Source: an optimization exercise on an open RTL-to-GDS flow (aim: small area). Production flows keep margins and buffers that such runs may drop. Function was checked by simulation only, so behaviour that the tests miss may differ from the original. Power is estimated from default activity; no workload was simulated.

==> flow/design.v, too long to show whole: its modules and the start of the top module <==
// module mkMAC: 4045 lines
// module fa: 6 lines
// module han: 6 lines
// module xnr: 5 lines
// module orr: 5 lines
// module ha: 6 lines
module mkMAC(CLK,
	     RST_N,
	     get_values_multiplicand1,
	     get_values_multiplicand2,
	     get_values_addend,
	     get_values_mode,
	     EN_get_values,
	     RDY_get_values,
	     mac_result,
	     RDY_mac_result);
  // ...
==> flow/flow/run.sh <==
#!/bin/bash
# Layout flow: the standard ORFS flow, with the port buffers made from
# sky130_fd_sc_hd__buf_1 and the synthesis buffers removed before placement
# (the resizer rebuffers where needed).
set -euo pipefail
bash standard.sh 'BUFFER_PORTS_ARGS=-buffer_cell sky130_fd_sc_hd__buf_1' REMOVE_ABC_BUFFERS=1 finish > standard_flow.log 2>&1
==> flow/standard.sh <==
#!/bin/bash
# synth_recipe.tcl (not shown) runs the flow's synth.tcl, then flattens the netlist and writes it again
# the make line also repeats each setting of config.mk as NAME=value (left out here)
make -C /OpenROAD-flow-scripts/flow DESIGN_CONFIG=/design/flow/config.mk WORK_HOME=/design/flow/orfs CLKGATE_MAP_FILE= SYNTH_SCRIPT=/design/flow/synth_recipe.tcl "${@:-finish}"
==> flow/config.mk <==
export PLATFORM = sky130hd
export DESIGN_NAME = mkMAC
export DESIGN_NICKNAME = mkMAC
export VERILOG_FILES = /design/flow/design.v
export SDC_FILE = /design/flow/constraint.sdc
export NUM_CORES = 8
export LEC_CHECK = 0
export CAP_MARGIN = 20
export CORE_MARGIN = 2
export CORE_UTILIZATION = 40
export CTS_BUF_LIST = sky130_fd_sc_hd__clkbuf_16
export CTS_CLUSTER_DIAMETER = 80
export CTS_CLUSTER_SIZE = 30
export GPL_TIMING_DRIVEN = 0
export SETUP_SLACK_MARGIN = 0.1
export SLEW_MARGIN = 20
export SYNTH_HIERARCHICAL = 1
export SYNTH_MINIMUM_KEEP_SIZE = 0
==> flow/constraint.sdc <==
create_clock -name core_clock -period 9.0 [get_ports {CLK}]
set_input_delay 1.8000 -clock core_clock [delete_from_list [all_inputs] [get_ports {CLK}]]
set_output_delay 1.8000 -clock core_clock [all_outputs]
set_load 0.01 [all_outputs]
==> run notes, run 1 <==
- Vias in the first global route: 29624
- Metal3 WL: 18020 um
- Longest Clk Path Bufs: 3
- Top post-synthesis cells by count: nand2_1 (934), fa_1 (762), edfxtp_1 (324), nor2_1 (172), inv_1 (160)
- P_comb: 10.7 mW
- Synth Area in Adders: 0.4274
- Crit end category: flop
- Core area: 0.09473 mm^2
- Synth Area in Simple Gates: 0.1411
- Clock sink count: 330
- Register area share after synthesis: 0.2582
- Status: timing/DRC/antenna clean
- Wire per inst: 28.56 um
- FF-to-FF path depth: 25
- Clock buffers: 27
- Total power: 15.32 mW
- Drt total wl: 143000 um
- Area grow syn2layout: 11.14%
- Internal power: 7.886 mW
- Placed Area: 0.04101 mm^2
- Crit-path slowest cell: fa_1
- IO Count: 327
- Worst hold slack: 0.6082 ns
- CP max FO: 18
- Sequential Power Share: 0.206
- Hold endpoint: valid
- Clock-cell share of area: 0.02473
- Worst-path cell chain: clkbuf_2 -> ha_4 -> a22oi_2 -> o21ai_0 -> nor2_2 -> nor2_4 -> nand2_1 -> fa_1 -> fa_1 -> fa_1 -> fa_1 -> fa_1 -> fa_1 -> ha_1 -> nand2_1 -> o21ai_0 -> a22oi_2 -> a31oi_4 -> nor3_1 -> a21oi_1 -> inv_1 -> fa_1 -> xor2_1
- Max layer used: met5
==> run 2, diff against run 1 <==
--- a/flow/design.v
+++ b/flow/design.v
@@ -24,43 +24,38 @@
   reg [4:0] st;           
   reg [64:0] hi;          
   reg [64:0] lo;          
   wire differ = (get_values_multiplicand1 != m1) ||
                 (get_values_multiplicand2 != m2) ||
                 (get_values_addend != a) || (get_values_mode != md);
   wire start = EN_get_values && (differ || !valid);
   wire s0 = st[0], s1 = st[1], s2 = st[2], s3 = st[3], s4 = st[4];
-  wire [63:0] M = s0 ? get_values_multiplicand1 : m1;
+  wire [63:0] M = (get_values_multiplicand1 & {64{EN_get_values}}) | (m1 & {64{~EN_get_values}});
+  wire [63:0] AE = (get_values_addend & {64{EN_get_values}}) | (a & {64{~EN_get_values}});
+  wire [1:0] ME = (get_values_mode & {2{EN_get_values}}) | (md & {2{~EN_get_values}});
   wire pm0 = get_values_mode == 2'd0, pm1 = get_values_mode == 2'd1,
        pm2 = get_values_mode == 2'd2, pm3 = get_values_mode == 2'd3;
   wire rm0 = md == 2'd0, rm1 = md == 2'd1, rm2 = md == 2'd2, rm3 = md == 2'd3;
-  reg [127:0] Ap, Ar;
+  reg [127:0] A;
   integer k;
   always @(*) begin
-    Ap = 128'd0;
-    case (get_values_mode)
-      2'd0: for (k = 0; k < 8; k = k + 1) Ap[16*k +: 8] = get_values_addend[8*k +: 8];
-      2'd1: for (k = 0; k < 4; k = k + 1) Ap[32*k +: 16] = get_values_addend[16*k +: 16];
-      2'd2: for (k = 0; k < 2; k = k + 1) Ap[64*k +: 32] = get_values_addend[32*k +: 32];
-      default: Ap[63:0] = get_values_addend;
-    endcase
-    Ar = 128'd0;
-    case (md)
-      2'd0: for (k = 0; k < 8; k = k + 1) Ar[16*k +: 8] = a[8*k +: 8];
-      2'd1: for (k = 0; k < 4; k = k + 1) Ar[32*k +: 16] = a[16*k +: 16];
-      2'd2: for (k = 0; k < 2; k = k + 1) Ar[64*k +: 32] = a[32*k +: 32];
-      default: Ar[63:0] = a;
+    A = 128'd0;
+    case (ME)
+      2'd0: for (k = 0; k < 8; k = k + 1) A[16*k +: 8] = AE[8*k +: 8];
+      2'd1: for (k = 0; k < 4; k = k + 1) A[32*k +: 16] = AE[16*k +: 16];
+      2'd2: for (k = 0; k < 2; k = k + 1) A[64*k +: 32] = AE[32*k +: 32];
+      default: A[63:0] = AE;
     endcase
   end
   wire [12:0] c = ({13{s0}} & get_values_multiplicand2[12:0]) | ({13{s1}} & m2[25:13]) |
                   ({13{s2}} & m2[38:26]) | ({13{s3}} & m2[51:39]) | ({13{s4}} & {1'b0, m2[63:52]});
-  wire [12:0] X = ({13{s0}} & Ap[77:65]) | ({13{s1}} & Ar[90:78]) | ({13{s2}} & Ar[103:91]) |
-                  ({13{s3}} & Ar[116:104]) | ({13{s4}} & {2'b0, Ar[127:117]});
-  wire [64:0] hin = s0 ? Ap[64:0] : hi;
+  wire [12:0] X = ({13{s0}} & A[77:65]) | ({13{s1}} & A[90:78]) | ({13{s2}} & A[103:91]) |
+                  ({13{s3}} & A[116:104]) | ({13{s4}} & {2'b0, A[127:117]});
+  wire [64:0] hin = s0 ? A[64:0] : hi;
   wire [103:0] cm;
   assign cm[0] = c[0] & (s0 | (s1 & (rm1 | rm2 | rm3)) | (s2 & (rm2 | rm3)) | (s3 & (rm3)) | (s4 & (rm3)));
   assign cm[1] = c[0] & ((s0 & (pm1 | pm2 | pm3)) | s1 | (s2 & (rm2 | rm3)) | (s3 & (rm3)) | (s4 & (rm3)));
   assign cm[2] = c[0] & ((s0 & (pm2 | pm3)) | (s1 & (rm2 | rm3)) | (s2 & (rm1 | rm2 | rm3)) | (s3 & (rm3)) | (s4 & (rm3)));
   assign cm[3] = c[0] & ((s0 & (pm2 | pm3)) | (s1 & (rm2 | rm3)) | s2 | (s3 & (rm3)) | (s4 & (rm3)));
   assign cm[4] = c[0] & ((s0 & (pm3)) | (s1 & (rm3)) | (s2 & (rm3)) | s3 | (s4 & (rm2 | rm3)));
   assign cm[5] = c[0] & ((s0 & (pm3)) | (s1 & (rm3)) | (s2 & (rm3)) | (s3 & (rm1 | rm2 | rm3)) | (s4 & (rm2 | rm3)));
   assign cm[6] = c[0] & ((s0 & (pm3)) | (s1 & (rm3)) | (s2 & (rm3)) | (s3 & (rm2 | rm3)) | s4);
@@ -4019,22 +4014,21 @@
       st <= 5'b00001;
     end else if (start) begin
       valid <= 1'b1;
       st <= 5'b00010;
     end else if (!s0)
       st <= {st[3:0], st[4]};
   end
   always @(posedge CLK) begin
-    if (EN_get_values) begin
-      m1 <= get_values_multiplicand1;
+    m1 <= M;
+    a <= AE;
+    md <= ME;
+    if (EN_get_values)
       m2 <= get_values_multiplicand2;
-      a <= get_values_addend;
-      md <= get_values_mode;
-    end
   end
   always @(posedge CLK) begin
     if (start || !s0) hi <= S[77:13];
     if (start) lo[12:0] <= S[12:0];
     if (s1) lo[25:13] <= S[12:0];
     if (s2) lo[38:26] <= S[12:0];
     if (s3) lo[51:39] <= S[12:0];
     if (s4) lo[64:52] <= S[12:0];
==> flow/config.mk (replaced) <==
export PLATFORM = sky130hd
export DESIGN_NAME = mkMAC
export DESIGN_NICKNAME = mkMAC
export VERILOG_FILES = /design/flow/design.v
export SDC_FILE = /design/flow/constraint.sdc
export NUM_CORES = 8
export LEC_CHECK = 0
export CAP_MARGIN = 20
export CORE_MARGIN = 2
export CORE_UTILIZATION = 40
export CTS_BUF_LIST = sky130_fd_sc_hd__clkbuf_4 sky130_fd_sc_hd__clkbuf_8
export CTS_CLUSTER_DIAMETER = 60
export CTS_CLUSTER_SIZE = 18
export GPL_TIMING_DRIVEN = 0
export SETUP_SLACK_MARGIN = 0.1
export SLEW_MARGIN = 20
export SYNTH_HIERARCHICAL = 1
export SYNTH_MINIMUM_KEEP_SIZE = 0
==> run notes, run 2 <==
- Hold Fails Final Rpt: 0
- Root buffer cell: clkbuf_8
- Grt ovf: 0
- Die height: 309.1 um
- CP max FO: 23 (+5)
- Cells after Synth: 3490
- Core area: 0.09194 mm^2 (-2.9%)
- Post-route setup slack: 0.1892 ns
- Yosys cell types: 76
- Mapped Area: 0.03723 mm^2
- Sequential cell area: 0.008567 mm^2
- Hold path cells: 2
- Rows: 111
- Post-synth top area cell: fa_1
- Layout Skew: 0.08224 ns
- Wire per inst: 28.92 um (+1.2%)
- Post-synth EDFFs: 194
- Vias: 29544
- Register area share after synthesis: 0.2296 (-0.02862)
- Vias per Instance: 5.863
- Top cells by area, synth: fa_1 (41%), edfxtp_1 (16%), nand2_1 (9.3%)
- Total power: 15.18 mW (-0.90%)
- Antenna Nets Post-Route: 0
- Crit path DAT: 9.25 ns
- Switch Pwr: 7.419 mW
- Die Wd: 309.1 um
- Final Cycle Share: 0.9790
- Final GP Congestion: 1.010
- Syn avg cell area: 10.67 um^2
- Total of warnings raised by yosys: 7
- Vias in the first global route: 29750 (+0.43%)
- Main flop type after synthesis: edfxtp_1
- Hold WC Path Type: reg2reg
- Top post-synthesis cells by count: nand2_1 (920), fa_1 (762), edfxtp_1 (194), inv_1 (167), nor2_1 (151)
- Worst VDD drop: 0.0003141 V
- Final nets: 4777
- TritonCTS clock tree: yes
- Worst hold slack: 0.5199 ns (-0.08832 ns)
- CTS Hold Bufs: 0
- Combined area of the multi-input logic cells: 0.02776 mm^2
- Longest Clk Path Bufs: 3 (unchanged)
- Overall routing resource usage: 0.3032
- Maxcap violations: 0
- Most common cell after layout, fill and taps aside: nand2_1
- Ys async rst share: 0
- Sequential Power Share: 0.204 (-0.002)
- RSZ-0062 raised after global routing: false
- HPWL after DPL: 119400 um
- Status: timing/DRC/antenna clean
- Worst-Margin Slew: 1.229 ns
- Non-Filler Instances: 5039
- Fillcell total: 8777
- DRC viols: 0
- Critical Path RT: 9.44 ns
- FF-to-FF path depth: 23 (-8.0%)
- Drt total wl: 145700 um (+1.9%)
- PortBufs: 325
- Clock sink count: 330 (unchanged)
- Clk network pwr share: 0.092
- Setup violations, final: 0
- CP Class: reg2reg
- Initial antenna violation count: 37
- Shortest period the worst path allows: 8.811 ns
- Initial drt markers: 3359
- Sw frac: 0.4887
- IO Count: 327 (unchanged)
- Worst slack, placed: -1.971 ns
- Relative slew slack: 0.1731
- Die Area: 0.09554 mm^2
- Most numerous cell in the Yosys netlist: nand2_1
- Most frequent cells in the layout: nand2_1 (918), fa_1 (762), buf_1 (323)
- First-pass GRT wire length: 206700 um
- CTS clk-pin slew, worst paths: 0.09 ns
- Final Instance Area: 0.04182 mm^2
- Number of H-tree levels: 2
- Placed Cells: 4909
- Initial Util: 0.4050
- Placed Area: 0.04001 mm^2 (-2.4%)
- Kind of start point of the critical path: flop
- Area grow syn2layout: 12.31%
- Max Freq: 113.5 MHz
- Biggest regs: hi: 65 flops, lo: 65 flops
- Total CTS buffers: 43
- Internal power: 7.762 mW (-1.6%)
- Largest net degree at the start of global routing: 64
- P_leak: 12.19 nW
- Drt pass-1 iters: 8
- Clk Latency, worst-skew pair: 0.75 ns
- Synth Register Bits: 330
- Comb pwr share: 0.705
- Crit end category: flop
- Share of cells above drive strength 1: 0.08667
- Final slew viol count: 0
- Power Dens Cells: 363.0 mW/mm^2
- Share of the synthesized area in the top cell type: 0.4097
run 2: cell count changes in the layout (fill, tap and decap cells not counted), moves of 19 or more:
cell / change
a21oi_1: -45
a221o_1: +29
clkbuf_16: -24
clkbuf_8: +44
dfxtp_1: +130
edfxtp_1: -130
nor2_1: -19
o21ai_0: +31
xnor2_1: -43
xor2_1: +39
run 2: power groups by stage:
stage	Sequential, mW	Clock, mW	Combinational (mW)
after floorplan	3.04	0	7.12
final	3.10	1.39	10.7
after CTS	3.09	1.40	10.5
after global routing	3.12	1.45	11.8
after detailed placement	3.12	0	10.2
after global placement	3.13	0	10.0
run 2: worst paths after layout:
check	start	end	slack, ns
setup reg to reg	md[1]	hi[64]	0.19
setup / recovery	md[1]	hi[64]	0.19
hold / removal	m1[57]	m1[57]	0.52
hold reg to reg	m1[57]	m1[57]	0.52
run 2: cell families (layout without fill, tap and decap cells):
group | Yosys count | after routing | synth area share
flops | 330 | 330 | 0.2296
fa+ha+maj | 842 | 842 | 0.4366
simple gates | 1252 | 1252 | 0.1374
buf+inv | 357 | 640 | 0.04244
compound gates | 449 | 449 | 0.08777
mux | 91 | 91 | 0.02661
xor+xnor | 168 | 168 | 0.03952
other cells | 1 | 24 | 0.0001007
run 2: per-layer routing:
metal	wire [um]	GRT usage
met3	17720	0.1023
met2	64810	0.4611
met5	214	0
met1	54250	0.3861
met4	8719	0.1526
run 2: stage by stage:
step | setup TNS [ns] | util
floorplan | 0 | -
CTS | 0 | 0.4501
finish | 0 | 0.4548
detailed placement | -76.61 | 0.4352
global placement | -2915.28 | 0.4248
global route | 0 | 0.4544
run 2: per-module statistics from Yosys, one instance, submodules excluded, excerpt:
module	copies in the design	area, um^2	cells inside	flip-flops and latches
xnr	13	8.758	1	0
fa	755	20.02	1	0
mkMAC	1	21920	2709	330
orr	13	6.256	1	0
run 2: critical path, cell delays in order, from the launching register on:
cell,delay (ns)
dfxtp_1,1.12
o21ai_0,0.69
nand2_1,0.23
nor2_1,0.14
nor2_2,0.41
nand2_1,0.13
fa_1,0.49
fa_1,0.45
fa_1,0.50
fa_1,0.59
fa_1,0.45
fa_1,0.52
ha_4,0.32
nand4_1,0.12
or4b_4,0.58
o22ai_4,0.24
o2bb2ai_4,0.25
o211ai_1,0.15
buf_4,0.21
a211oi_4,0.32
o31ai_2,0.13
a21oi_2,0.25
a21oi_2,0.09
xnor2_1,0.12
run 2: timing repair:
item                       4_1_cts  5_1_grt
gates cloned                     2        3
gates resized for setup         46       42
pin swaps                        7        8
buffers inserted                 7       15
setup endpoints to repair       52       34
run 2: final cells by class:
cell class              instances  area share
repair buffers                392     0.05290
diodes                         23    0.001376
clock buffers                  47     0.01502
clock inverters                33    0.009664
inverters                     168     0.01514
multi-input cells            2803      0.6638
well taps                    1243     0.03719
flip-flops and latches        330      0.2049
==> run 3, diff against run 2 <==
--- a/flow/config.mk
+++ b/flow/config.mk
@@ -7,10 +7,10 @@
 export LEC_CHECK = 0
 export CAP_MARGIN = 20
 export CORE_MARGIN = 2
-export CORE_UTILIZATION = 40
+export CORE_UTILIZATION = 60
 export CTS_BUF_LIST = sky130_fd_sc_hd__clkbuf_4 sky130_fd_sc_hd__clkbuf_8
-export CTS_CLUSTER_DIAMETER = 60
-export CTS_CLUSTER_SIZE = 18
+export CTS_CLUSTER_DIAMETER = 45
+export CTS_CLUSTER_SIZE = 16
 export GPL_TIMING_DRIVEN = 0
 export SETUP_SLACK_MARGIN = 0.1
 export SLEW_MARGIN = 20
==> run notes, run 3 <==
- Clk Latency, worst-skew pair: 0.74 ns (about the same)
- Most common cell after layout, fill and taps aside: nand2_1
- Final slew viol count: 0 (unchanged)
- Die Area: 0.06407 mm^2 (-33%)
- Mapped Area: 0.03723 mm^2 (unchanged)
- Post-synth top area cell: fa_1
- Reg-to-Reg Start: st[4]
- Clk network pwr share: 0.099 (+0.007)
- Biggest regs: hi: 65 flops, lo: 65 flops
- FF-to-FF path depth: 26 (+13%)
- Final Cycle Share: 0.9766 (-0.002403)
- P_leak: 12.06 nW (-1.1%)
- Shortest period the worst path allows: 8.789 ns (-0.02162 ns)
- Non-Filler Instances: 4583 (-9.0%)
- Maxcap violations: 0 (unchanged)
- Final nets: 4767 (-0.21%)
- Hold Path Origin: m1[59]
- Hold Fails Final Rpt: 0 (unchanged)
- Most frequent cells in the layout: nand2_1 (919), fa_1 (762), buf_1 (324)
- Max Freq: 113.8 MHz (+0.25%)
- Longest Clk Path Bufs: 3 (unchanged)
- Drt total wl: 137900 um (-5.4%)
- Hold WC Path Type: reg2reg
- Fin util: 0.6667 (+0.2119)
- Layout Skew: 0.03550 ns (-0.04674 ns)
- Status: timing/DRC/antenna clean
- CTS Hold Bufs: 0 (unchanged)
- Crit end category: flop
- Kind of start point of the critical path: input port
- Hold endpoint: m1[59]
- Register area share after synthesis: 0.2296 (unchanged)
- Worst slack, placed: -1.631 ns (+0.3396 ns)
- Vias per Instance: 6.569 (+12%)
- Sequential Power Share: 0.201 (-0.003)
- PortBufs: 325 (unchanged)
- Syn avg cell area: 10.67 um^2 (unchanged)
- Post-route setup slack: 0.2108 ns (+0.02163 ns)
- CP Class: in2reg
- First-pass GRT wire length: 199900 um (-3.3%)
- Final GP Congestion: 1.036 (+2.5%)
- Drt pass-1 iters: 8 (unchanged)
- Die Wd: 253.1 um (-18%)
- Overall routing resource usage: 0.4373 (+0.1341)
- DRC viols: 0 (unchanged)
- Placed Cells: 4452 (-9.3%)
- Setup violations, final: 0 (unchanged)
- Vias in the first global route: 31316 (+5.3%)
- Relative slew slack: 0.2096 (+0.03649)
- Critical Path RT: 9.45 ns (about the same)
- Setup TNS: 0 ns (unchanged)
- R2R Path End: hi[52]
- Synth Register Bits: 330 (unchanged)
- Total of warnings raised by yosys: 7 (unchanged)
- Cells after Synth: 3490 (unchanged)
- Initial antenna violation count: 29 (-22%)
- Yosys cell types: 76 (unchanged)
- IO Count: 327 (unchanged)
- Comb pwr share: 0.700 (-0.005)
- Internal power: 7.719 mW (-0.56%)
- Power Dens Cells: 370.2 mW/mm^2 (+2.0%)
- TritonCTS clock tree: yes
- Vias: 30108 (+1.9%)
- CTS clk-pin slew, worst paths: 0.07 ns (-0.02 ns)
- Antenna Nets Post-Route: 0 (unchanged)
- Worst VDD drop: 0.0005184 V (+65%)
- Top post-synthesis cells by count: nand2_1 (920), fa_1 (762), edfxtp_1 (194), inv_1 (167), nor2_1 (151)
- Post-synth EDFFs: 194 (unchanged)
- Initial drt markers: 3485 (+3.8%)
- Flop2flop setup slack: 0.50 ns (+0.31 ns)
- Top cells by area, synth: fa_1 (41%), edfxtp_1 (16%), nand2_1 (9.3%)
- Hold path cells: 2 (unchanged)
- Switch Pwr: 7.459 mW (+0.54%)
- Worst-Margin Slew: 1.173 ns (-0.05580 ns)
- Main flop type after synthesis: edfxtp_1
- Total power: 15.18 mW (about the same)
- HPWL after DPL: 112700 um (-5.6%)
- Setup crit start: get_values_multiplicand2[0]
- Wire per inst: 30.09 um (+4.1%)
- Rows: 91 (-18%)
- Share of the synthesized area in the top cell type: 0.4097 (unchanged)
- Total CTS buffers: 54 (+26%)
- RSZ-0062 raised after global routing: true
- Initial Util: 0.6056 (+0.2006)
- Die height: 253.1 um (-18%)
- Crit path DAT: 9.24 ns (about the same)
- Most numerous cell in the Yosys netlist: nand2_1
- Area grow syn2layout: 10.09%
- CP max FO: 8 (-65%)
- Number of H-tree levels: 2 (unchanged)
- Ys async rst share: 0 (unchanged)
- Grt ovf: 0 (unchanged)
- Largest net degree at the start of global routing: 64 (unchanged)
- Root buffer cell: clkbuf_8
- Share of cells above drive strength 1: 0.08347 (-0.003203)
- Clock sink count: 330 (unchanged)
- Core area: 0.06148 mm^2 (-33%)
- Sw frac: 0.4915 (+0.002761)
run 3: cell counts after synthesis:
No cell type changed its count.
run 3: power by group through the flow:
stage               clock (mW)  combinational, mW  sequential (mW)
floorplan                    0               7.12             3.04
global placement             0               9.72             3.08
detailed placement           0               10.1             3.07
CTS                       1.51               10.4             3.04
global route              1.57               11.6             3.07
finish                    1.51               10.6             3.05
run 3: cell families (layout without fill, tap and decap cells):
| group | after synthesis | after routing | synth area share |
|---|---|---|---|
| and+or+nand+nor | 1252 | 1252 | 0.1374 |
| adders and majority gates | 842 | 842 | 0.4366 |
| AOI/OAI and AO/OA | 449 | 449 | 0.08777 |
| buffers and inverters | 357 | 641 | 0.04244 |
| DFF | 330 | 330 | 0.2296 |
| xor gates and xnor gates | 168 | 168 | 0.03952 |
| muxes | 91 | 91 | 0.02661 |
| other | 1 | 20 | 0.0001007 |
run 3: worst max path at each step:
stage / end
2_1_floorplan: hi[51]
3_3_place_gp: hi[51]
3_5_place_dp: hi[64]
4_1_cts: hi[41]
5_1_grt: hi[51]
6_report: hi[52]
run 3: metrics by stage:
step / instance area [um^2] / hold slack [ns]
after floorplan: 36280 / 0.4482
after global placement: 38490 / 0.5053
after detailed placement: 39380 / 0.5106
after CTS: 40760 / 0.5197
after global routing: 40970 / 0.5414
final: 40990 / 0.5228
run 3: per-module statistics from Yosys, one instance, submodules excluded, excerpt:
| module | times used | area [um^2] |
|---|---|---|
| xnr | 13 | 8.758 |
| fa | 755 | 20.02 |
| orr | 13 | 6.256 |
| mkMAC | 1 | 21920 |
run 3: worst max-delay path: stages:
cell and delay (ns):
buf_1 0.11, a222oi_1 0.26, inv_1 0.16, a221oi_4 0.55, nor2_2 0.24, nand2_1 0.16, fa_1 0.43, fa_1 0.58
fa_1 0.46, fa_1 0.44, fa_1 0.46, fa_1 0.55, ha_1 0.37, nand4_1 0.21, or4b_1 0.64, o22ai_4 0.18
buf_12 0.15, o2bb2ai_4 0.21, o211ai_1 0.15, buf_4 0.20, nand2_2 0.17, a31oi_2 0.15, fa_1 0.39, xor2_1 0.19
run 3: per-layer routing:
metal,wire length [um],track usage,vias to the layer above
met1,47820,0.5401,15326
met3,16510,0.1407,493
met4,10120,0.2544,28
met5,263,0,-
li1,-,-,12087
met2,63180,0.6793,2174
run 3: area by class of cell:
type	count	area, um^2
antenna	19	47.55
fill	4849	20490
tap	790	988.4
sequential	330	8562
inverter	168	633.1
timing repair buffer	371	1911
clock inverter	45	440.4
multi-input combinational	2803	27640
clock buffer	57	772.0
run 3: repair_timing:
item / 4_1_cts / 5_1_grt
pin swaps: 5 / 4
buffers inserted: 7 / 2
endpoints found under the setup margin: 38 / 29
gates cloned: 0 / 1
gates resized for setup: 19 / 30
==> run 4, diff against run 3 <==
--- a/flow/config.mk
+++ b/flow/config.mk
@@ -7,9 +7,9 @@
 export LEC_CHECK = 0
 export CAP_MARGIN = 20
 export CORE_MARGIN = 2
-export CORE_UTILIZATION = 60
+export CORE_UTILIZATION = 45
 export CTS_BUF_LIST = sky130_fd_sc_hd__clkbuf_4 sky130_fd_sc_hd__clkbuf_8
-export CTS_CLUSTER_DIAMETER = 45
+export CTS_CLUSTER_DIAMETER = 50
 export CTS_CLUSTER_SIZE = 16
 export GPL_TIMING_DRIVEN = 0
 export SETUP_SLACK_MARGIN = 0.1
==> run notes, run 4 <==
- Status: timing/DRC/antenna clean
- Mapped Area: 0.03723 mm^2 (unchanged)
- Share of the synthesized area in the top cell type: 0.4097 (unchanged)
- Vias: 29399 (-2.4%)
- Drt total wl: 144000 um (+4.4%)
- Post-synth top area cell: fa_1
- Critical Path RT: 9.47 ns (+0.02 ns)
- Biggest regs: hi: 65 flops, lo: 65 flops
- Yosys cell types: 76 (unchanged)
- Synth Register Bits: 330 (unchanged)
- Crit path DAT: 9.22 ns (-0.02 ns)
- Post-synth EDFFs: 194 (unchanged)
- Share of cells above drive strength 1: 0.08622 (+0.002755)
- Root buffer cell: clkbuf_8
- PortBufs: 325 (unchanged)
- Setup violations, final: 0 (unchanged)
- Fin util: 0.5086 (-0.1581)
- Hold WC Path Type: reg2reg
- Max Freq: 114.2 MHz (+0.39%)
- Hold Fails Final Rpt: 0 (unchanged)
- Area grow syn2layout: 11.99%
- Final nets: 4778 (+0.23%)
- Layout Skew: 0.04564 ns (+0.01014 ns)
- Overall routing resource usage: 0.3379 (-0.09942)
- Crit end category: flop
- Top post-synthesis cells by count: nand2_1 (920), fa_1 (762), edfxtp_1 (194), inv_1 (167), nor2_1 (151)
- Number of H-tree levels: 2 (unchanged)
- Main flop type after synthesis: edfxtp_1
- RSZ-0062 raised after global routing: false
- Vias per Instance: 6.047 (-8.0%)
- Worst VDD drop: 0.0003872 V (-25%)
- Largest net degree at the start of global routing: 64 (unchanged)
- Rows: 105 (+15%)
- CTS clk-pin slew, worst paths: 0.08 ns (about the same)
- First-pass GRT wire length: 207200 um (+3.6%)
- Cells after Synth: 3490 (unchanged)
- Register area share after synthesis: 0.2296 (unchanged)
- Core area: 0.08198 mm^2 (+33%)
- FF-to-FF path depth: 27 (+3.8%)
- Initial Util: 0.4542 (-0.1514)
- Relative slew slack: 0.1251 (-0.08449)
- Maxcap violations: 0 (unchanged)
- Top cells by area, synth: fa_1 (41%), edfxtp_1 (16%), nand2_1 (9.3%)
- TritonCTS clock tree: yes
- Power Dens Cells: 368.5 mW/mm^2 (-0.47%)
- Kind of start point of the critical path: input port
- Die Area: 0.08506 mm^2 (+33%)
- Critical Path End: hi[64]
- Final GP Congestion: 0.9962 (-3.8%)
- Vias in the first global route: 30006 (-4.2%)
- Initial antenna violation count: 23 (-21%)
- CP max FO: 8 (unchanged)
- CTS Hold Bufs: 0 (unchanged)
- R2R Path End: hi[64]
- Antenna Nets Post-Route: 0 (unchanged)
- Drt pass-1 iters: 6 (-2)
- Total of warnings raised by yosys: 7 (unchanged)
- Die height: 291.7 um (+15%)
- Setup TNS: 0 ns (unchanged)
- IO Count: 327 (unchanged)
- Clock sink count: 330 (unchanged)
- Clk Latency, worst-skew pair: 0.74 ns (about the same)
- Most numerous cell in the Yosys netlist: nand2_1
- Most frequent cells in the layout: nand2_1 (919), fa_1 (762), buf_1 (323)
- HPWL after DPL: 117900 um (+4.6%)
- DRC viols: 0 (unchanged)
- Setup crit start: get_values_multiplicand2[0]
- Shortest period the worst path allows: 8.755 ns (-0.03457 ns)
- Longest Clk Path Bufs: 3 (unchanged)
- Fillcell total: 7619 (+57%)
- CP Class: in2reg
- Final slew viol count: 0 (unchanged)
- Reg-to-Reg Start: st[3]
- Syn avg cell area: 10.67 um^2 (unchanged)
- Initial drt markers: 2955 (-15%)
- Total CTS buffers: 51 (-5.6%)
- Wire per inst: 29.62 um (-1.6%)
- Grt ovf: 0 (unchanged)
- Worst-Margin Slew: 1.299 ns (+0.1254 ns)
- Most common cell after layout, fill and taps aside: nand2_1
- Die Wd: 291.7 um (+15%)
- P_leak: 12.24 nW (+1.5%)
- Ys async rst share: 0 (unchanged)
- Flop2flop setup slack: 0.53 ns (+0.03 ns)
- Final Cycle Share: 0.9727 (-0.003841)
## run 4: cell types whose count changed in the layout (fill, tap and decap cells not counted), sizes merged
cell / change
buf: +7
bufbuf: +3
bufinv: +4
clkbuf: +4
clkinv: +1
clkinvlp: -2
diode: -8
inv: -11
mux2: +1
## run 4: worst max-delay path, stage by stage
cell and delay (ns):
buf_1 0.11, a222oi_1 0.27, inv_1 0.19, a221oi_4 0.54
buf_6 0.24, nor2_2 0.11, nand2_1 0.13, fa_1 0.41
fa_1 0.58, fa_1 0.47, fa_1 0.43, fa_1 0.57
fa_1 0.45, ha_1 0.35, nand4_1 0.15, or4b_4 0.58
o22ai_4 0.17, buf_12 0.15, o2bb2ai_4 0.21, o211ai_1 0.15
buf_4 0.20, a211oi_4 0.36, o31ai_4 0.11, a21oi_2 0.23
a21oi_2 0.10, xnor2_1 0.12
## run 4: worst min-delay path by stage
| stage | start | to | slack [ns] | cells past startpoint |
|---|---|---|---|---|
| after global routing | m1[51] | m1[51] | 0.52 | 2 |
| after floorplan | valid | valid | 0.45 | 1 |
| after detailed placement | m1[51] | m1[51] | 0.50 | 2 |
| after global placement | a[0] | a[0] | 0.50 | 1 |
| after CTS | m1[51] | m1[51] | 0.51 | 2 |
| final | m1[21] | m1[21] | 0.52 | 2 |
## run 4: per-stage QoR
stage | hold slack, ns | instance area (um^2) | cells | power (mW) | setup WS [ns]
after global routing | 0.5193 | 41680 | 4853 | 16.59 | 0.1027
after detailed placement | 0.5005 | 39670 | 4728 | 13.36 | -1.973
final | 0.5209 | 41700 | 4862 | 15.37 | 0.2453
after CTS | 0.5123 | 41270 | 4831 | 15.16 | 0.1042
after floorplan | 0.4482 | 36280 | 3301 | 10.16 | 0.5451
after global placement | 0.5041 | 38840 | 4696 | 13.22 | -14.32
## run 4: area by class of cell
class | count | area, um^2 | area share
clock buffers | 58 | 767.0 | 0.01839
flip-flops and latches | 330 | 8568 | 0.2055
multi-input cells | 2804 | 27740 | 0.6652
repair buffers | 384 | 2161 | 0.05182
clock inverters | 37 | 465.4 | 0.01116
inverters | 168 | 633.1 | 0.01518
diodes | 11 | 27.53 | 0.0006601
well taps | 1070 | 1339 | 0.03211
## run 4: timing repair
action / CTS / global route
endpoints found under the hold margin: 0 / 0
cloned: 3 / 4
pin swaps: 8 / 5
resized for setup: 44 / 35
setup endpoints to repair: 54 / 30
setup buffers: 5 / 16
## run 4: power by group
part           internal [mW]  switching, mW
clock network          0.743          0.816
registers               2.77          0.305
logic                   4.38           6.35
## run 4: logic make-up after synthesis
family,share of synthesized area
other cells,0.0001007
fa+ha+maj,0.4366
xor+xnor,0.03952
flops,0.2296
buf+inv,0.04244
mux,0.02661
simple gates,0.1374
compound gates,0.08777
## run 4: metal layers
layer	part of all wire	global-route usage
met4	0.063	0.1754
met2	0.45	0.5227
met1	0.37	0.4389
met5	0.0012	0
met3	0.11	0.08814
## run 4: per-module statistics from Yosys, one instance, submodules excluded, excerpt
module	area (um^2)	flops+latches
fa	20.02	0
orr	6.256	0
xnr	8.758	0
mkMAC	21920	330
==> run 5, diff against run 4 <==
--- a/flow/config.mk
+++ b/flow/config.mk
@@ -7,12 +7,12 @@
 export LEC_CHECK = 0
 export CAP_MARGIN = 20
 export CORE_MARGIN = 2
-export CORE_UTILIZATION = 45
+export CORE_UTILIZATION = 50
 export CTS_BUF_LIST = sky130_fd_sc_hd__clkbuf_4 sky130_fd_sc_hd__clkbuf_8
 export CTS_CLUSTER_DIAMETER = 50
 export CTS_CLUSTER_SIZE = 16
 export GPL_TIMING_DRIVEN = 0
-export SETUP_SLACK_MARGIN = 0.1
+export SETUP_SLACK_MARGIN = 0.05
 export SLEW_MARGIN = 20
 export SYNTH_HIERARCHICAL = 1
 export SYNTH_MINIMUM_KEEP_SIZE = 0
==> run notes, run 5 <==
- Initial antenna violation count: 15 (-35%)
- Top post-synthesis cells by count: nand2_1 (920), fa_1 (762), edfxtp_1 (194), inv_1 (167), nor2_1 (151)
- Comb pwr share: 0.696 (-0.002)
- PortBufs: 325 (unchanged)
- Core area: 0.07407 mm^2 (-9.6%)
- P_leak: 11.91 nW (-2.7%)
- Vias in the first global route: 29568 (-1.5%)
- Switch Pwr: 7.215 mW (-3.4%)
- Setup violations, final: 0 (unchanged)
- Top cells by area, synth: fa_1 (41%), edfxtp_1 (16%), nand2_1 (9.3%)
- Fin util: 0.5513 (+0.04261)
- Final slew viol count: 0 (unchanged)
- Largest family of logic cells by synthesized area: adder cells
- Worst slack, placed: -1.191 ns (+0.7816 ns)
- Most frequent cells in the layout: nand2_1 (919), fa_1 (762), buf_1 (324)
- CP max stage delay: 0.55 ns (-0.03 ns)
- Die height: 276.9 um (-5.1%)
- IO Count: 327 (unchanged)
- Ys async rst share: 0 (unchanged)
- Total CTS buffers: 50 (-2.0%)
- CP max FO: 35 (+27)
- Shortest period the worst path allows: 8.825 ns (+0.07071 ns)
- Cells after Synth: 3490 (unchanged)
- Yosys cell types: 76 (unchanged)
- Mapped Area: 0.03723 mm^2 (unchanged)
- Clk network pwr share: 0.096 (-0.006)
- Drt pass-1 iters: 8 (+2)
- CTS Hold Bufs: 0 (unchanged)
- Wire per inst: 28.85 um (-2.6%)
- Max Freq: 113.3 MHz (-0.80%)
- Drt total wl: 136600 um (-5.2%)
- Worst-path cell chain: buf_2 -> buf_12 -> buf_12 -> mux2i_1 -> inv_1 -> ha_1 -> nor2_2 -> nor2_1 -> a221o_1 -> o21ai_0 -> fa_1 -> fa_1 -> fa_1 -> fa_1 -> ha_1 -> and4_1 -> nand3_1 -> o22ai_1 -> or3_4 -> a2111oi_4 -> buf_4 -> nand2_2 -> a31oi_2 -> fa_1
- Post-synth EDFFs: 194 (unchanged)
- Crit end category: flop
- TritonCTS clock tree: yes
- Hold WC Path Type: reg2reg
- Rows: 100 (-4.8%)
- Post-synth top area cell: fa_1
- CP Class: in2reg
- Sequential Power Share: 0.208 (+0.008)
- Clock sink count: 330 (unchanged)
- Crit-path slowest cell: fa_1
- Initial Util: 0.5027 (+0.04849)
- Syn avg cell area: 10.67 um^2 (unchanged)
- Largest net degree at the start of global routing: 64 (unchanged)
- Die Wd: 276.9 um (-5.1%)
- Hold Fails Final Rpt: 0 (unchanged)
- Final GP Congestion: 0.9804 (-1.6%)
- Placed Cells: 4629 (-2.1%)
- Crit path DAT: 9.26 ns (+0.04 ns)
- Worst hold slack: 0.5043 ns (-0.01661 ns)
- Area grow syn2layout: 9.661%
- Final nets: 4756 (-0.46%)
- Layout Skew: 0.1104 ns (+0.06473 ns)
- RSZ-0062 raised after global routing: true
- Final Cycle Share: 0.9806 (+0.007857)
- Antenna Nets Post-Route: 0 (unchanged)
- Most common cell after layout, fill and taps aside: nand2_1
- Fillcell total: 6622 (-13%)
- Worst-Margin Slew: 1.100 ns (-0.1985 ns)
- FF-to-FF path depth: 22 (-19%)
- Total of warnings raised by yosys: 7 (unchanged)
- Multiplexer area fraction after synthesis: 0.02661 (unchanged)
- Most numerous cell in the Yosys netlist: nand2_1
- Overall routing resource usage: 0.3586 (+0.02070)
- Hold path cells: 2 (unchanged)
- DRC viols: 0 (unchanged)
- Register area share after synthesis: 0.2296 (unchanged)
- Status: timing/DRC/antenna clean
- Sw frac: 0.4882 (+0.001925)
- Number of H-tree levels: 2 (unchanged)
- Internal power: 7.565 mW (-4.2%)
- Synth Register Bits: 330 (unchanged)
- Biggest regs: hi: 65 flops, lo: 65 flops
- Relative slew slack: 0.2589 (+0.1337)
- Worst VDD drop: 0.0003430 V (-11%)
- Xor and xnor fraction of the mapped netlist area: 0.03952 (unchanged)
- Share of the synthesized area in the top cell type: 0.4097 (unchanged)
- Maxcap violations: 0 (unchanged)
- Initial drt markers: 3137 (+6.2%)
- Kind of start point of the critical path: input port
- Synth Area in Adders: 0.4366 (unchanged)
- Non-Filler Instances: 4734 (-2.6%)
- Vias per Instance: 6.114 (+1.1%)
- Critical Path RT: 9.44 ns (-0.03 ns)
- Vias: 28944 (-1.5%)
- Total power: 14.78 mW (-3.8%)
- Most used cell, CP: fa_1
- Post-route setup slack: 0.1746 ns (-0.07071 ns)
- Area fraction in compound gates after synthesis: 0.08777 (unchanged)
- CTS clk-pin slew, worst paths: 0.10 ns (+0.02 ns)
- Longest Clk Path Bufs: 3 (unchanged)
- Power Dens Cells: 362.0 mW/mm^2 (-1.8%)
- Clk Latency, worst-skew pair: 0.79 ns (+0.05 ns)
- Root buffer cell: clkbuf_8
- Main flop type after synthesis: edfxtp_1
- HPWL after DPL: 112500 um (-4.6%)
- Die Area: 0.07667 mm^2 (-9.9%)
- First-pass GRT wire length: 199100 um (-3.9%)
- Share of cells above drive strength 1: 0.07770 (-0.008520)
- Grt ovf: 0 (unchanged)
- Synth Area in Simple Gates: 0.1374 (unchanged)
[run 5: Yosys stat by module, one instance, submodules excluded, a selection]
module	flip-flops and latches	times used	cells
fa	0	755	1
mkMAC	330	1	2709
orr	0	13	1
xnr	0	13	1
[run 5: final cells by class]
| type | instances | area [um^2] | area share |
|---|---|---|---|
| well taps | 969 | 1212 | 0.02969 |
| clock inverters | 41 | 372.9 | 0.009132 |
| flip-flops and latches | 330 | 8567 | 0.2098 |
| multi-input cells | 2803 | 27540 | 0.6744 |
| repair buffers | 364 | 1783 | 0.04367 |
| inverters | 168 | 633.1 | 0.01551 |
| diodes | 7 | 17.52 | 0.0004290 |
| clock buffers | 52 | 709.4 | 0.01737 |
[run 5: kinds of logic after synthesis]
family	after synthesis
AOI/OAI and AO/OA	449
buffers and inverters	357
xor gates and xnor gates	168
adders and majority gates	842
and+or+nand+nor	1252
muxes	91
DFF	330
other	1
[run 5: layer usage]
layer | GRT usage | share of wire | wire, um
met5 | 0 | 0.00068 | 93
met4 | 0.1625 | 0.055 | 7562
met3 | 0.1098 | 0.11 | 15530
met2 | 0.5517 | 0.45 | 61790
met1 | 0.4687 | 0.38 | 51590
[run 5: path summary, 6_finish.rpt]
| path | from | endpoint | slack [ns] |
|---|---|---|---|
| max | EN_get_values | hi[51] | 0.17 |
| min | m1[21] | m1[21] | 0.50 |
| max reg2reg | md[1] | hi[42] | 0.38 |
| min reg2reg | m1[21] | m1[21] | 0.50 |
[run 5: critical path, delay by kind of cell]
kind | cells | cell delay (ns)
adders and majority gates | 7 | 3.12
AOI/OAI and AO/OA | 5 | 1.30
muxes | 1 | 0.34
buffers and inverters | 5 | 0.94
and+or+nand+nor | 6 | 1.70
[run 5: power groups by stage]
stage	clock (mW)	combinational (mW)	sequential, mW
after floorplan	0	7.12	3.04
after global placement	0	10.0	3.11
after detailed placement	0	10.2	3.10
after CTS	1.44	10.3	3.07
after global routing	1.50	11.4	3.08
final	1.42	10.3	3.07
[run 5: timing repair]
| action | CTS | global route |
|---|---|---|
| gates resized for setup | 10 | 25 |
| setup buffers | 2 | 3 |
| pin swaps | 1 | 2 |
| endpoints found under the setup margin | 24 | 24 |
[run 5: through the flow]
step	TNS [ns]	instance area [um^2]
global route	0	40830
CTS	0	40700
finish	0	40830
global placement	-2756.64	38720
detailed placement	-30.36	39570
floorplan	0	36280
==> run 6, diff against run 5 <==
--- a/flow/config.mk
+++ b/flow/config.mk
@@ -12,7 +12,7 @@
 export CTS_CLUSTER_DIAMETER = 50
 export CTS_CLUSTER_SIZE = 16
 export GPL_TIMING_DRIVEN = 0
-export SETUP_SLACK_MARGIN = 0.05
+export SETUP_SLACK_MARGIN = 0.1
 export SLEW_MARGIN = 20
 export SYNTH_HIERARCHICAL = 1
 export SYNTH_MINIMUM_KEEP_SIZE = 0
==> run notes, run 6 <==
- Status: timing/DRC/antenna clean
- Final Cycle Share: 0.9747 (-0.005901)
- Crit end category: flop
- Biggest regs: hi: 65 flops, lo: 65 flops
- Final nets: 4756 (unchanged)
- Setup violations, final: 0 (unchanged)
- Syn avg cell area: 10.67 um^2 (unchanged)
- Synth Register Bits: 330 (unchanged)
- Layout Skew: 0.1071 ns (-0.003312 ns)
- Drt total wl: 136700 um (about the same)
- R2R Path End: hi[42]
- Top cells by area, synth: fa_1 (41%), edfxtp_1 (16%), nand2_1 (9.3%)
- Met1 GRT Util: 0.4675 (-0.001198)
- Final GP Congestion: 0.9804 (unchanged)
- Flop2flop setup slack: 0.34 ns (-0.04 ns)
- Max Freq: 114.0 MHz (+0.61%)
- Most numerous cell in the Yosys netlist: nand2_1
- Initial antenna violation count: 15 (unchanged)
- Sw frac: 0.4880 (about the same)
- Clock sink count: 330 (unchanged)
- CP max stage delay: 0.62 ns (+0.07 ns)
- Non-Filler Instances: 4735 (+0.021%)
- Worst hold slack: 0.5044 ns (+0.00005200 ns)
- FF-to-FF path depth: 22 (unchanged)
- Largest net degree at the start of global routing: 64 (unchanged)
- DRC viols: 0 (unchanged)
- Clk Latency, worst-skew pair: 0.78 ns (about the same)
- Register area share after synthesis: 0.2296 (unchanged)
- Hold path cells: 2 (unchanged)
- Sequential Power Share: 0.208 (about the same)
- GRT Max-Usage Layer: met2
- Worst path top cell family by delay: adder cells
- Number of H-tree levels: 2 (unchanged)
- Drt pass-1 iters: 7 (-1)
- CTS Hold Bufs: 0 (unchanged)
- Met2 usage in global routing: 0.5524 (+0.0007087)
- Die Wd: 276.9 um (unchanged)
- Worst slack, placed: -1.191 ns (unchanged)
- Relative slew slack: 0.2689 (+0.009987)
- Worst-path cell chain: buf_1 -> o21ai_1 -> nand2_1 -> nor2_2 -> nor2_4 -> nand2_1 -> fa_1 -> fa_1 -> fa_1 -> fa_1 -> fa_1 -> fa_1 -> ha_1 -> nand4_1 -> or4b_1 -> o22ai_4 -> o2bb2ai_2 -> nor2_2 -> o41ai_4 -> buf_4 -> a21o_2 -> a41oi_1 -> xor2_1
- Share of the synthesized area in the top cell type: 0.4097 (unchanged)
- Sequential cell area: 0.008567 mm^2 (unchanged)
- Main flop type after synthesis: edfxtp_1
- CP max FO: 8 (-77%)
- Most frequent cells in the layout: nand2_1 (918), fa_1 (762), buf_1 (324)
- Shortest period the worst path allows: 8.772 ns (-0.05311 ns)
- Total CTS buffers: 50 (unchanged)
- Kind of start point of the critical path: input port
- Internal power: 7.574 mW (+0.12%)
- Fillcell total: 6621 (-0.015%)
- Area grow syn2layout: 9.748% (about the same)
- TritonCTS clock tree: yes
- Maxcap violations: 0 (unchanged)
- Longest Clk Path Bufs: 3 (unchanged)
- Clk network pwr share: 0.096 (about the same)
- Initial Util: 0.5027 (unchanged)
- Hold WC Path Type: reg2reg
- Wire per inst: 28.86 um (about the same)
- Total of warnings raised by yosys: 7 (unchanged)
- Cells after Synth: 3490 (unchanged)
- Combined area of the multi-input logic cells: 0.02757 mm^2 (+0.11%)
- Vias in the first global route: 29581 (+0.044%)
- P_leak: 11.91 nW (about the same)
- HPWL after DPL: 112500 um (unchanged)
- Root buffer cell: clkbuf_8
- Grt ovf: 0 (unchanged)
- Most used cell, CP: fa_1
- Hold endpoint: m1[21]
- Post-synth top area cell: fa_1
- Die Area: 0.07667 mm^2 (unchanged)
- Placed Cells: 4629 (unchanged)
- RSZ-0062 raised after global routing: true
- Crit path DAT: 9.20 ns (-0.06 ns)
- Worst VDD drop: 0.0003431 V (about the same)
- Final slew viol count: 0 (unchanged)
- Worst-Margin Slew: 1.085 ns (-0.01482 ns)
- Core area: 0.07407 mm^2 (unchanged)
- Initial drt markers: 3210 (+2.3%)
- Critical Path RT: 9.43 ns (about the same)
- Comb pwr share: 0.696 (about the same)
- Power Dens Cells: 362.0 mW/mm^2 (about the same)
- Fin util: 0.5517 (about the same)
- First-pass GRT wire length: 199100 um (about the same)
- CP Class: in2reg
- Die height: 276.9 um (unchanged)
- Met3 GRT Util: 0.1096 (-0.0002531)
- Antenna Nets Post-Route: 0 (unchanged)
- Hold Path Origin: m1[21]
- CTS clk-pin slew, worst paths: 0.10 ns (about the same)
- Overall routing resource usage: 0.3586 (about the same)
- Rows: 100 (unchanged)
- Crit-path slowest cell: or4b_1
- Vias per Instance: 6.095 (-0.30%)
- Share of cells above drive strength 1: 0.07850 (+0.0007983)
- Post-route setup slack: 0.2277 ns (+0.05310 ns)
- Top post-synthesis cells by count: nand2_1 (920), fa_1 (762), edfxtp_1 (194), inv_1 (167), nor2_1 (151)
- Reg-to-Reg Start: md[1]
- Switch Pwr: 7.218 mW (about the same)
- Ys async rst share: 0 (unchanged)
- Mapped Area: 0.03723 mm^2 (unchanged)
- Post-synth EDFFs: 194 (unchanged)
- Hold Fails Final Rpt: 0 (unchanged)
- Vias: 28862 (-0.28%)
- Yosys cell types: 76 (unchanged)
- IO Count: 327 (unchanged)
- CP bufs+invs: 2 (-3)
- Most common cell after layout, fill and taps aside: nand2_1
- PortBufs: 325 (unchanged)
==> run 6: cell counts after synthesis <==
Identical to the previous run, type by type.
==> run 6: power groups by stage <==
stage / registers (mW) / logic, mW / clock network (mW)
after floorplan: 3.04 / 7.12 / 0
after global placement: 3.11 / 10.0 / 0
after detailed placement: 3.10 / 10.2 / 0
after CTS: 3.07 / 10.3 / 1.44
after global routing: 3.08 / 11.5 / 1.50
final: 3.07 / 10.3 / 1.42
==> run 6: cell families (layout without fill, tap and decap cells) <==
family | after synthesis | in the layout | share of synthesized area
xor gates and xnor gates | 168 | 168 | 0.03952
buffers and inverters | 357 | 625 | 0.04244
and+or+nand+nor | 1252 | 1252 | 0.1374
other | 1 | 9 | 0.0001007
adders and majority gates | 842 | 842 | 0.4366
AOI/OAI and AO/OA | 449 | 449 | 0.08777
DFF | 330 | 330 | 0.2296
muxes | 91 | 91 | 0.02661
==> run 6: layout make-up <==
type,instances,area share
multi-input combinational,2803,0.6746
tap,969,0.02967
clock inverter,41,0.009124
clock buffer,52,0.01736
antenna,8,0.0004899
inverter,168,0.01549
timing repair buffer,364,0.04363
sequential,330,0.2096
==> run 6: routing by layer <==
layer,share of wire,up-vias
met5,0.00062,-
met4,0.055,14
met2,0.45,1716
met1,0.38,14766
met3,0.12,326
li1,-,12040
==> run 6: repair_timing <==
action | CTS | global route
pin swaps | 1 | 2
cloned | 0 | 0
endpoints found under the setup margin | 25 | 26
buffers inserted | 3 | 2
resized for setup | 14 | 27
==> run 6: metrics by stage <==
step                setup TNS [ns]  power, mW  area, um^2
finish                           0      14.79       40860
global route                     0      16.04       40860
CTS                              0      14.77       40720
detailed placement          -30.36      13.26       39570
global placement          -2756.64      13.11       38720
floorplan                        0      10.16       36280
==> run 6: worst min-delay path, cell delays in order (launching register included) <==
cell and delay, ns:
dfxtp_1 0.32, inv_1 0.08, o21ai_2 0.07
==> run 6: how the worst max path moves through the flow <==
stage	from	to	slack, ns	depth (start not counted)
3_3_place_gp	EN_get_values	hi[51]	-14.13	18
6_report	get_values_mode[1]	hi[42]	0.23	23
2_1_floorplan	get_values_multiplicand2[1]	hi[51]	0.55	20
4_1_cts	EN_get_values	hi[64]	0.09	23
5_1_grt	get_values_multiplicand2[2]	hi[64]	0.03	25
3_5_place_dp	get_values_mode[1]	hi[64]	-1.19	23
==> run 6: per-module statistics from Yosys (local to each module, per instance), excerpt <==
module  area [um^2]  flip-flops and latches
xnr           8.758                       0
fa            20.02                       0
mkMAC         21920                     330
orr           6.256                       0
==> run 7, diff against run 6 <==
--- a/flow/config.mk
+++ b/flow/config.mk
@@ -9,8 +9,8 @@
 export CORE_MARGIN = 2
 export CORE_UTILIZATION = 50
 export CTS_BUF_LIST = sky130_fd_sc_hd__clkbuf_4 sky130_fd_sc_hd__clkbuf_8
-export CTS_CLUSTER_DIAMETER = 50
-export CTS_CLUSTER_SIZE = 16
+export CTS_CLUSTER_DIAMETER = 40
+export CTS_CLUSTER_SIZE = 10
 export GPL_TIMING_DRIVEN = 0
 export SETUP_SLACK_MARGIN = 0.1
 export SLEW_MARGIN = 20
==> run notes, run 7 <==
- Hold WC Path Type: reg2reg
- Clk Latency, worst-skew pair: 0.70 ns (-0.08 ns)
- Total CTS buffers: 72 (+44%)
- Yosys cell types: 76 (unchanged)
- CP max stage delay: 0.62 ns (about the same)
- Share of cells above drive strength 1: 0.08871 (+0.01021)
- Status: timing/DRC/antenna clean
- Number of H-tree levels: 3 (+1)
- PortBufs: 325 (unchanged)
- Most used cell, CP: fa_1
- CP max FO: 8 (unchanged)
- Initial drt markers: 3017 (-6.0%)
- Most numerous cell in the Yosys netlist: nand2_1
- Clock sink count: 330 (unchanged)
- Layout Skew: 0.04507 ns (-0.06199 ns)
- Top post-synthesis cells by count: nand2_1 (920), fa_1 (762), edfxtp_1 (194), inv_1 (167), nor2_1 (151)
- FF-to-FF path depth: 23 (+4.5%)
- Crit end category: flop
- Crit path DAT: 9.19 ns (about the same)
- Die Area: 0.07667 mm^2 (unchanged)
- Register area share after synthesis: 0.2296 (unchanged)
- Overall routing resource usage: 0.3601 (+0.001514)
- Initial Util: 0.5027 (unchanged)
- Worst-path cell chain: buf_1 -> o21ai_1 -> nand2_1 -> nor2_2 -> nor2_4 -> nand2_1 -> fa_1 -> fa_1 -> fa_1 -> fa_1 -> fa_1 -> fa_1 -> ha_1 -> nand4_1 -> or4b_1 -> o22ai_4 -> o2bb2ai_2 -> nor2_2 -> o41ai_4 -> buf_4 -> a21oi_2 -> o21bai_2 -> a21oi_1 -> xor2_1
- Critical Path RT: 9.41 ns (-0.02 ns)
- Reg-to-Reg Start: md[1]
- Syn avg cell area: 10.67 um^2 (unchanged)
- Hold Path Origin: m1[21]
- Fin util: 0.5596 (+0.007906)
- Share of the synthesized area in the top cell type: 0.4097 (unchanged)
- Die height: 276.9 um (unchanged)
- Relative slew slack: 0.2555 (-0.01335)
- Biggest regs: hi: 65 flops, lo: 65 flops
- Grt ovf: 0 (unchanged)
- Initial antenna violation count: 14 (-1)
- Root buffer cell: clkbuf_8
- Kind of start point of the critical path: input port
- Drt pass-1 iters: 6 (-1)
- Placed Area: 0.03957 mm^2 (unchanged)
- Largest net degree at the start of global routing: 64 (unchanged)
- Flop2flop setup slack: 0.33 ns (about the same)
- Mapped Area: 0.03723 mm^2 (unchanged)
- Worst VDD drop: 0.0003434 V (+0.10%)
- Final nets: 4778 (+0.46%)
- Worst-Margin Slew: 1.105 ns (+0.01982 ns)
- Setup violations, final: 0 (unchanged)
- RSZ-0062 raised after global routing: true
- Area grow syn2layout: 11.32%
- DRC viols: 0 (unchanged)
- Most frequent cells in the layout: nand2_1 (918), fa_1 (762), buf_1 (324)
- Final Instance Area: 0.04145 mm^2 (+1.4%)
- CTS Hold Bufs: 0 (unchanged)
- Drt total wl: 136800 um (about the same)
- CP bufs+invs: 2 (unchanged)
- CTS clk-pin slew, worst paths: 0.07 ns (-0.03 ns)
- Crit-path slowest cell: or4b_1
- Longest Clk Path Bufs: 3 (unchanged)
- R2R Path End: hi[46]
- Die Wd: 276.9 um (unchanged)
- Final slew viol count: 0 (unchanged)
- Hold Fails Final Rpt: 0 (unchanged)
- Final Cycle Share: 0.9753 (about the same)
- Final GP Congestion: 0.9804 (unchanged)
- Core area: 0.07407 mm^2 (unchanged)
- Vias: 29099 (+0.82%)
- HPWL after DPL: 112500 um (unchanged)
- Vias per Instance: 6.094 (about the same)
- Max Freq: 113.9 MHz (about the same)
- Worst path depth: 24 (+4.3%)
- Worst path top cell family by delay: adder cells
- CP Class: in2reg
- Shortest period the worst path allows: 8.778 ns (+0.005296 ns)
- Hold path cells: 2 (unchanged)
- Post-synth top area cell: fa_1
- Hold endpoint: m1[21]
- Top cells by area, synth: fa_1 (41%), edfxtp_1 (16%), nand2_1 (9.3%)
- Cells after Synth: 3490 (unchanged)
- Vias in the first global route: 29797 (+0.73%)
- Post-synth EDFFs: 194 (unchanged)
- Synth Register Bits: 330 (unchanged)
- Antenna Nets Post-Route: 0 (unchanged)
- Most common cell after layout, fill and taps aside: nand2_1
- Total power: 15.31 mW (+3.5%)
- Ys async rst share: 0 (unchanged)
- Maxcap violations: 0 (unchanged)
- IO Count: 327 (unchanged)
- P_leak: 12.19 nW (+2.3%)
- First-pass GRT wire length: 199500 um (+0.19%)
- TritonCTS clock tree: yes
- Wire per inst: 28.65 um (-0.74%)
- Total of warnings raised by yosys: 7 (unchanged)
- Main flop type after synthesis: edfxtp_1
- Power Dens Cells: 369.3 mW/mm^2 (+2.0%)
- Rows: 100 (unchanged)
[run 7: report_power, final]
group	leakage, nW	internal (mW)	switching (mW)
sequential	3.03	2.78	0.300
clock	0.831	1.08	0.833
combinational	8.33	4.20	6.11
[run 7: per-layer routing]
layer / GRT usage / routed length [um]
met1: 0.4678 / 51540
met2: 0.5484 / 61660
met3: 0.1135 / 15310
met4: 0.1771 / 8195
met5: 0 / 86
[run 7: worst max path at each step]
stage | startpoint | to | slack (ns)
after floorplan | get_values_multiplicand2[1] | hi[51] | 0.55
after detailed placement | get_values_mode[1] | hi[64] | -1.19
final | get_values_mode[1] | hi[46] | 0.22
after global routing | get_values_multiplicand2[2] | hi[64] | 0.007
after CTS | EN_get_values | hi[51] | 0.10
after global placement | EN_get_values | hi[51] | -14.13
[run 7: repair_timing]
item | 4_1_cts | 5_1_grt
endpoints found under the setup margin | 27 | 24
resized for setup | 20 | 25
cloned | 0 | 0
pin swaps | 1 | 2
buffers inserted | 3 | 2
[run 7: cell type report]
class	count	area, um^2
fillers	6573	32620
clock buffers	94	1219
multi-input cells	2803	27580
flip-flops and latches	330	8567
diodes	7	17.52
inverters	168	633.1
clock inverters	40	429.2
repair buffers	364	1790
well taps	969	1212
[run 7: per-module statistics from Yosys (local to each module, per instance), a selection]
module | area (um^2) | cells inside
xnr | 8.758 | 1
mkMAC | 21920 | 2709
fa | 20.02 | 1
orr | 6.256 | 1
[run 7: cell families after synthesis]
family,count (synthesis),share of synthesized area
other,1,0.0001007
AO/OA/AOI/OAI,449,0.08777
multiplexers,91,0.02661
flip-flops,330,0.2296
adder cells (fa/ha/maj),842,0.4366
XOR/XNOR,168,0.03952
AND/OR/NAND/NOR,1252,0.1374
buffers and inverters,357,0.04244
[run 7: worst register-to-register path, cell delays in order, from the launching register on]
cell	delay [ns]
dfxtp_1	1.03
o21ai_0	0.53
nand2_1	0.23
nor2_2	0.11
nor2_4	0.26
nand2_1	0.12
fa_1	0.53
fa_1	0.46
fa_1	0.50
fa_1	0.57
fa_1	0.43
fa_1	0.51
ha_1	0.37
nand4_1	0.21
or4b_1	0.62
o22ai_4	0.27
o2bb2ai_2	0.33
nor2_2	0.22
o41ai_4	0.37
buf_4	0.20
a21oi_2	0.11
o21bai_2	0.17
a21oi_1	0.10
xor2_1	0.14
[run 7: through the flow]
step           setup TNS, ns  setup slack [ns]  hold WS (ns)  cells
2_1_floorplan              0            0.5451        0.4482   3301
3_3_place_gp        -2756.64            -14.13        0.5061   4595
3_5_place_dp          -30.36            -1.191        0.4931   4629
4_1_cts                    0            0.1032        0.5015   4766
5_1_grt                    0          0.006900        0.5425   4775
6_report                   0            0.2224        0.5017   4775
==> run 8, diff against run 7 <==
--- a/flow/config.mk
+++ b/flow/config.mk
@@ -8,9 +8,9 @@
 export CAP_MARGIN = 20
 export CORE_MARGIN = 2
 export CORE_UTILIZATION = 50
-export CTS_BUF_LIST = sky130_fd_sc_hd__clkbuf_4 sky130_fd_sc_hd__clkbuf_8
+export CTS_BUF_LIST = sky130_fd_sc_hd__clkbuf_2 sky130_fd_sc_hd__clkbuf_4 sky130_fd_sc_hd__clkbuf_8
 export CTS_CLUSTER_DIAMETER = 40
-export CTS_CLUSTER_SIZE = 10
+export CTS_CLUSTER_SIZE = 12
 export GPL_TIMING_DRIVEN = 0
 export SETUP_SLACK_MARGIN = 0.1
 export SLEW_MARGIN = 20
==> run notes, run 8 <==
- Status: timing/DRC/antenna clean
- Clk Latency, worst-skew pair: 0.70 ns (about the same)
- First-pass GRT wire length: 199400 um (about the same)
- Comb pwr share: 0.676 (+0.002)
- Hold Fails Final Rpt: 0 (unchanged)
- Sw frac: 0.4753 (+0.001901)
- Die Wd: 276.9 um (unchanged)
- Hold WC Path Type: reg2reg
- Maxcap violations: 0 (unchanged)
- Vias per Instance: 6.096 (about the same)
- IO Count: 327 (unchanged)
- Critical Path RT: 9.40 ns (about the same)
- Largest net degree at the start of global routing: 64 (unchanged)
- Placed Cells: 4629 (unchanged)
- Die height: 276.9 um (unchanged)
- Vias in the first global route: 29774 (-0.077%)
- Crit-path slowest cell: fa_1
- Longest Clk Path Bufs: 3 (unchanged)
- Setup violations, final: 0 (unchanged)
- Biggest regs: hi: 65 flops, lo: 65 flops
- CP bufs+invs: 6 (+4)
- Fillcell total: 6577 (+0.061%)
- Syn avg cell area: 10.67 um^2 (unchanged)
- Top cells by area, synth: fa_1 (41%), edfxtp_1 (16%), nand2_1 (9.3%)
- Overall routing resource usage: 0.3602 (about the same)
- Rows: 100 (unchanged)
- Mapped Area: 0.03723 mm^2 (unchanged)
- Drt total wl: 137100 um (+0.24%)
- Top post-synthesis cells by count: nand2_1 (920), fa_1 (762), edfxtp_1 (194), inv_1 (167), nor2_1 (151)
- Worst-path cell chain: buf_2 -> buf_12 -> buf_16 -> buf_12 -> buf_16 -> mux2_4 -> nand2_1 -> fa_1 -> fa_1 -> fa_1 -> fa_1 -> fa_1 -> fa_1 -> ha_1 -> a21o_1 -> a31oi_2 -> o22ai_1 -> or3_4 -> a2111oi_4 -> buf_4 -> nand2_2 -> a31oi_2 -> fa_1
- CP max stage delay: 0.57 ns (-0.05 ns)
- Shortest period the worst path allows: 8.660 ns (-0.1174 ns)
- Number of H-tree levels: 3 (unchanged)
- Worst-Margin Slew: 1.160 ns (+0.05509 ns)
- Most common cell after layout, fill and taps aside: nand2_1
- Clk network pwr share: 0.122 (-0.003)
- Grt ovf: 0 (unchanged)
- Wire per inst: 28.72 um (+0.26%)
- CP Class: in2reg
- Share of cells above drive strength 1: 0.08849 (-0.0002166)
- Sequential cell area: 0.008567 mm^2 (unchanged)
- Initial Util: 0.5027 (unchanged)
- Drt pass-1 iters: 8 (+2)
- CP max FO: 35 (+27)
- Sequential Power Share: 0.201 (about the same)
- Multiplexer area fraction after synthesis: 0.02661 (unchanged)
- Most frequent cells in the layout: nand2_1 (918), fa_1 (762), buf_1 (324)
- Placed Area: 0.03957 mm^2 (unchanged)
- Initial antenna violation count: 13 (-1)
- P_leak: 12.17 nW (-0.13%)
- Core area: 0.07407 mm^2 (unchanged)
- Ys async rst share: 0 (unchanged)
- Most numerous cell in the Yosys netlist: nand2_1
- Non-Filler Instances: 4774 (-0.021%)
- Vias: 29101 (+0.0069%)
- Post-synth EDFFs: 194 (unchanged)
- Die Area: 0.07667 mm^2 (unchanged)
- Xor and xnor fraction of the mapped netlist area: 0.03952 (unchanged)
- Relative slew slack: 0.2184 (-0.03711)
- TritonCTS clock tree: yes
- Synth Area in Simple Gates: 0.1374 (unchanged)
- Final GP Congestion: 0.9804 (unchanged)
- Antenna Nets Post-Route: 0 (unchanged)
- Most used cell, CP: fa_1
- CTS clk-pin slew, worst paths: 0.07 ns (about the same)
- Main flop type after synthesis: edfxtp_1
- Initial drt markers: 3038 (+0.70%)
- Yosys cell types: 76 (unchanged)
- Final Cycle Share: 0.9622 (-0.01305)
- RSZ-0062 raised after global routing: false
- Root buffer cell: clkbuf_8
- Total of warnings raised by yosys: 7 (unchanged)
- Post-synth top area cell: fa_1
- Cells after Synth: 3490 (unchanged)
- Power Dens Cells: 369.0 mW/mm^2 (about the same)
- Share of the synthesized area in the top cell type: 0.4097 (unchanged)
- Switch Pwr: 7.265 mW (+0.25%)
- Register area share after synthesis: 0.2296 (unchanged)
- Synth Area in Adders: 0.4366 (unchanged)
- Worst VDD drop: 0.0003435 V (about the same)
- Final Instance Area: 0.04143 mm^2 (about the same)
- Layout Skew: 0.04918 ns (+0.004108 ns)
- Final slew viol count: 0 (unchanged)
- Largest family of logic cells by synthesized area: adder cells
- Area grow syn2layout: 11.27% (about the same)
- Max Freq: 115.5 MHz (+1.4%)
- Area fraction in compound gates after synthesis: 0.08777 (unchanged)
- Combined area of the multi-input logic cells: 0.02761 mm^2 (about the same)
- Synth Register Bits: 330 (unchanged)
- Clock sink count: 330 (unchanged)
- Internal power: 8.020 mW (-0.51%)
- Total CTS buffers: 71 (-1.4%)
- Worst path top cell family by delay: adder cells
- Crit end category: flop
- CTS Hold Bufs: 0 (unchanged)
- HPWL after DPL: 112500 um (unchanged)
- Kind of start point of the critical path: input port
- Crit path DAT: 9.06 ns (-0.13 ns)
- Final nets: 4777 (-0.021%)
- DRC viols: 0 (unchanged)
- PortBufs: 325 (unchanged)
[run 8: cell counts after synthesis]
No cell type changed its count.
[run 8: through the flow]
stage	total power, mW	setup slack [ns]	utilization	TNS, ns	hold WS, ns
6_report	15.29	0.3399	0.5593	0	0.5018
5_1_grt	16.54	0.1100	0.5593	0	0.5424
4_1_cts	15.24	0.09510	0.5571	0	0.5012
3_5_place_dp	13.26	-1.191	0.5342	-30.36	0.4931
3_3_place_gp	13.11	-14.13	0.5227	-2756.64	0.5061
2_1_floorplan	10.16	0.5451	-	0	0.4482
[run 8: worst min-delay path, stage by stage, from the launching register on]
cell	delay [ns]
dfxtp_1	0.31
inv_1	0.08
o21ai_2	0.07
[run 8: cells by family after synthesis]
kind of cell    Yosys count
other cells               1
compound gates          449
xor+xnor                168
fa+ha+maj               842
flops                   330
buf+inv                 357
mux                      91
simple gates           1252
[run 8: worst paths after layout]
path / startpoint / end / slack (ns) / depth (start not counted)
worst min register to register: m1[21] / m1[21] / 0.50 / 2
worst max-delay path: EN_get_values / hi[51] / 0.34 / 23
worst min-delay path: m1[21] / m1[21] / 0.50 / 2
worst max register to register: md[1] / hi[42] / 0.49 / 22
[run 8: layer usage]
| layer | wire length [um] | vias to the layer above | global-route usage | part of all wire |
|---|---|---|---|---|
| met1 | 51740 | 14927 | 0.4679 | 0.38 |
| li1 | - | 12092 | - | - |
| met2 | 62160 | 1747 | 0.5552 | 0.45 |
| met3 | 15610 | 323 | 0.1143 | 0.11 |
| met5 | 74 | - | 0 | 0.00054 |
| met4 | 7533 | 12 | 0.1619 | 0.055 |
[run 8: cell type report]
cell class                 count  area share
clock inverter                41     0.01024
sequential                   330      0.2068
inverter                     168     0.01528
multi-input combinational   2803      0.6663
tap                          969     0.02926
antenna                        8   0.0004832
clock buffer                  91     0.02842
timing repair buffer         364     0.04322
[run 8: what timing repair did]
| action | in CTS | in global routing |
|---|---|---|
| pin swaps | 2 | 1 |
| endpoints found under the hold margin | 0 | 0 |
| endpoints found under the setup margin | 26 | 23 |
| setup buffers | 4 | 1 |
| resized for setup | 18 | 30 |
[run 8: power groups by stage]
stage                     sequential (mW)  combinational (mW)  clock [mW]
after floorplan                      3.04                7.12           0
after detailed placement             3.10                10.2           0
after CTS                            3.07                10.3        1.89
final                                3.08                10.3        1.87
after global routing                 3.09                11.5        1.95
after global placement               3.11                10.0           0
[run 8: per-module statistics from Yosys, one instance, submodules excluded, excerpt]
| module | cells | flip-flops and latches | area [um^2] | copies in the design |
|---|---|---|---|---|
| fa | 1 | 0 | 20.02 | 755 |
| xnr | 1 | 0 | 8.758 | 13 |
| orr | 1 | 0 | 6.256 | 13 |
| mkMAC | 2709 | 330 | 21920 | 1 |

Re-timed with assumed drivers on the ports (clkbuf_16 on the clock, buf_2 on other inputs), run 8 has 0.324 ns of setup slack against 0.340 ns with ideal ports, and -0.421 ns once port delays also move by the mid clock arrival of 0.745 ns.
